This is an optimization exercise on Yosys and OpenROAD, whose aim is small area, a short achievable clock period and few clock cycles per item, not a production implementation. Function was checked by simulation only, so behaviour that the tests miss may differ from the original. Power and IR drop assume default switching activity.

Setup of the reference run:
Design axis_matvec_mul, start of the top module:
module axis_matvec_mul #(
    parameter R=8, C=8, W_X=4, W_K=3,
    localparam W_Y = W_X + W_K + $clog2(C),
    localparam NQ = 16
)(
    input  logic clk, rstn,
    output logic s_axis_kx_tready,
    input  logic s_axis_kx_tvalid,
    input  logic [R*C*W_K + C*W_X -1:0] s_axis_kx_tdata,
    input  logic m_axis_y_tready,
    output logic m_axis_y_tvalid,
    output logic [R*W_Y-1:0] m_axis_y_tdata
);
export LEC_CHECK = 0
export CAP_MARGIN = 20
export CORE_MARGIN = 2
export CORE_UTILIZATION = 40
export SETUP_SLACK_MARGIN = 2.8
export SLEW_MARGIN = 20
export SYNTH_HIERARCHICAL = 1
export SYNTH_MINIMUM_KEEP_SIZE = 0
create_clock -name core_clock -period 8.0 [get_ports {clk}]
standard.sh (not shown) runs the stock make flow with config.mk's settings and CLKGATE_MAP_FILE= SYNTH_SCRIPT=/design/flow/synth_recipe.tcl, a recipe that flattens the netlist after the stock synthesis.
==> flow/flow/run.sh <==
#!/bin/bash
# The standard layout, with these changes:
# - each port's buffer is a sky130_fd_sc_hd__buf_1 (the standard flow picks a
#   larger delay buffer), except that after global placement the buffers of
#   the X ports (s_axis_kx_tdata[223:192], 24 loads each) become
#   $X_PORT_BUFFER (flow/post_gpl.tcl);
# - timing repair is limited to resizing and pin swaps;
# - after the standard synthesis, the largest buffers are kept out of the
#   resizer's reach, and clock tree synthesis uses sky130_fd_sc_hd__clkbuf_8
#   and inserts no dummy loads.
# Each step's full output is in orfs/logs; make's own output is in synth.log
# and make.log.
set -euo pipefail
export BUFFER_PORTS_ARGS="-buffer_cell sky130_fd_sc_hd__buf_1"
export SETUP_MOVE_SEQUENCE="unbuffer,sizeup,swap"
export SKIP_GATE_CLONING=1
bash standard.sh synth > synth.log 2>&1
export DONT_USE_CELLS="sky130_fd_sc_hd__clkbuf_16 sky130_fd_sc_hd__buf_12 sky130_fd_sc_hd__buf_16 sky130_fd_sc_hd__bufinv_16"
export CTS_ARGS="-sink_clustering_enable -repair_clock_nets -buf_list sky130_fd_sc_hd__clkbuf_8 -dont_use_dummy_load"
export POST_GLOBAL_PLACE_TCL="$PWD/flow/post_gpl.tcl"
export X_PORT_BUFFER="${X_PORT_BUFFER:-sky130_fd_sc_hd__buf_8}"
bash standard.sh finish > make.log 2>&1
==> flow/flow/post_gpl.tcl <==
set cell sky130_fd_sc_hd__buf_8
if { [info exists ::env(X_PORT_BUFFER)] } { set cell $::env(X_PORT_BUFFER) }
set block [ord::get_db_block]
set n 0
foreach bterm [$block getBTerms] {
  if { [regexp {^s_axis_kx_tdata\[(\d+)\]$} [$bterm getName] -> idx] && $idx >= 192 } {
    set net [$bterm getNet]
    foreach iterm [$net getITerms] {
      set inst [$iterm getInst]
      if { [string match "*buf*" [[$inst getMaster] getName]] } {
        replace_cell [$inst getName] $cell
        incr n
      }
    }
  }
}
puts "post_gpl: resized $n X port buffers to $cell"
Testbench counts of the reference run, summed over its fixed seeds: cycles 520, items 512.
What the trial run does differently from the reference run at the input level:
- changing SETUP_SLACK_MARGIN from 2.8 to 3
==> flow/flow/run.sh <==
#!/bin/bash
# The standard layout, with each port's buffer a sky130_fd_sc_hd__buf_1
# (the standard flow picks a larger delay buffer), and timing repair limited
# to resizing and pin swaps.  Each step's full output is in orfs/logs;
# make's own output is in make.log.
set -euo pipefail
export BUFFER_PORTS_ARGS="-buffer_cell sky130_fd_sc_hd__buf_1"
export SETUP_MOVE_SEQUENCE="unbuffer,sizeup,swap"
export SKIP_GATE_CLONING=1
bash standard.sh finish > make.log 2>&1
removed: flow/flow/post_gpl.tcl
## What came out
Relative to the reference run, switching power summed over all nets has gone up in the trial run.
From the reference run to the trial run the numbers moved as follows: worst stage delay on the critical path shows a reduction of 0.03 ns; global-route usage saw little to no change; detailed-route vias per instance went down by 1.0%; clock edge transition at the registers on the reported setup and hold paths went down 0.02 ns.
Looking only at via count of the routed design, and setting everything else aside, the lower value of the reference run and the trial run goes to the trial run.
In summary, the trial run completed successfully, with a layout that passed the timing, DRC and antenna checks.
The final layout from the reference run, which completed every stage, passed the timing, DRC and antenna checks at the end of the flow.
The trial run has non-clock buffer share of cell area below what the reference run had.

[separate check: timing with driven ports]
The flow's constraints put no driver on any port. The routed layouts listed below were extracted and timed again, unchanged, in two steps. Step 1 (the two cells are an assumption about what drives the block):
set clk [get_ports {clk}]
set_driving_cell -lib_cell sky130_fd_sc_hd__clkbuf_16 $clk
set_driving_cell -lib_cell sky130_fd_sc_hd__buf_2 [delete_from_list [all_inputs] $clk]
Step 2 times the ports against the registers' clock, not the clock port: input delays grow and output delays shrink by t, the midpoint of the rising clock arrivals with the driver on. Slacks: ideal ports / drivers / drivers and shift; pairs: ideal ports / drivers.
run | shift t [ns] | slack for setup (ns) | worst setup path at the end | worst register clock-pin slew, ns
the reference run | 0.611 | 3.177 / 3.181 / 2.570 | input to register | 0.08 / 0.08
the trial run | 0.561 | 3.042 / 3.076 / 2.515 | input to register | 0.07 / 0.07
After both steps every run listed still meets setup and hold. The setup slack of the reference run, which loses most, moves by +0.004 ns with the drivers and by -0.607 ns with both steps.
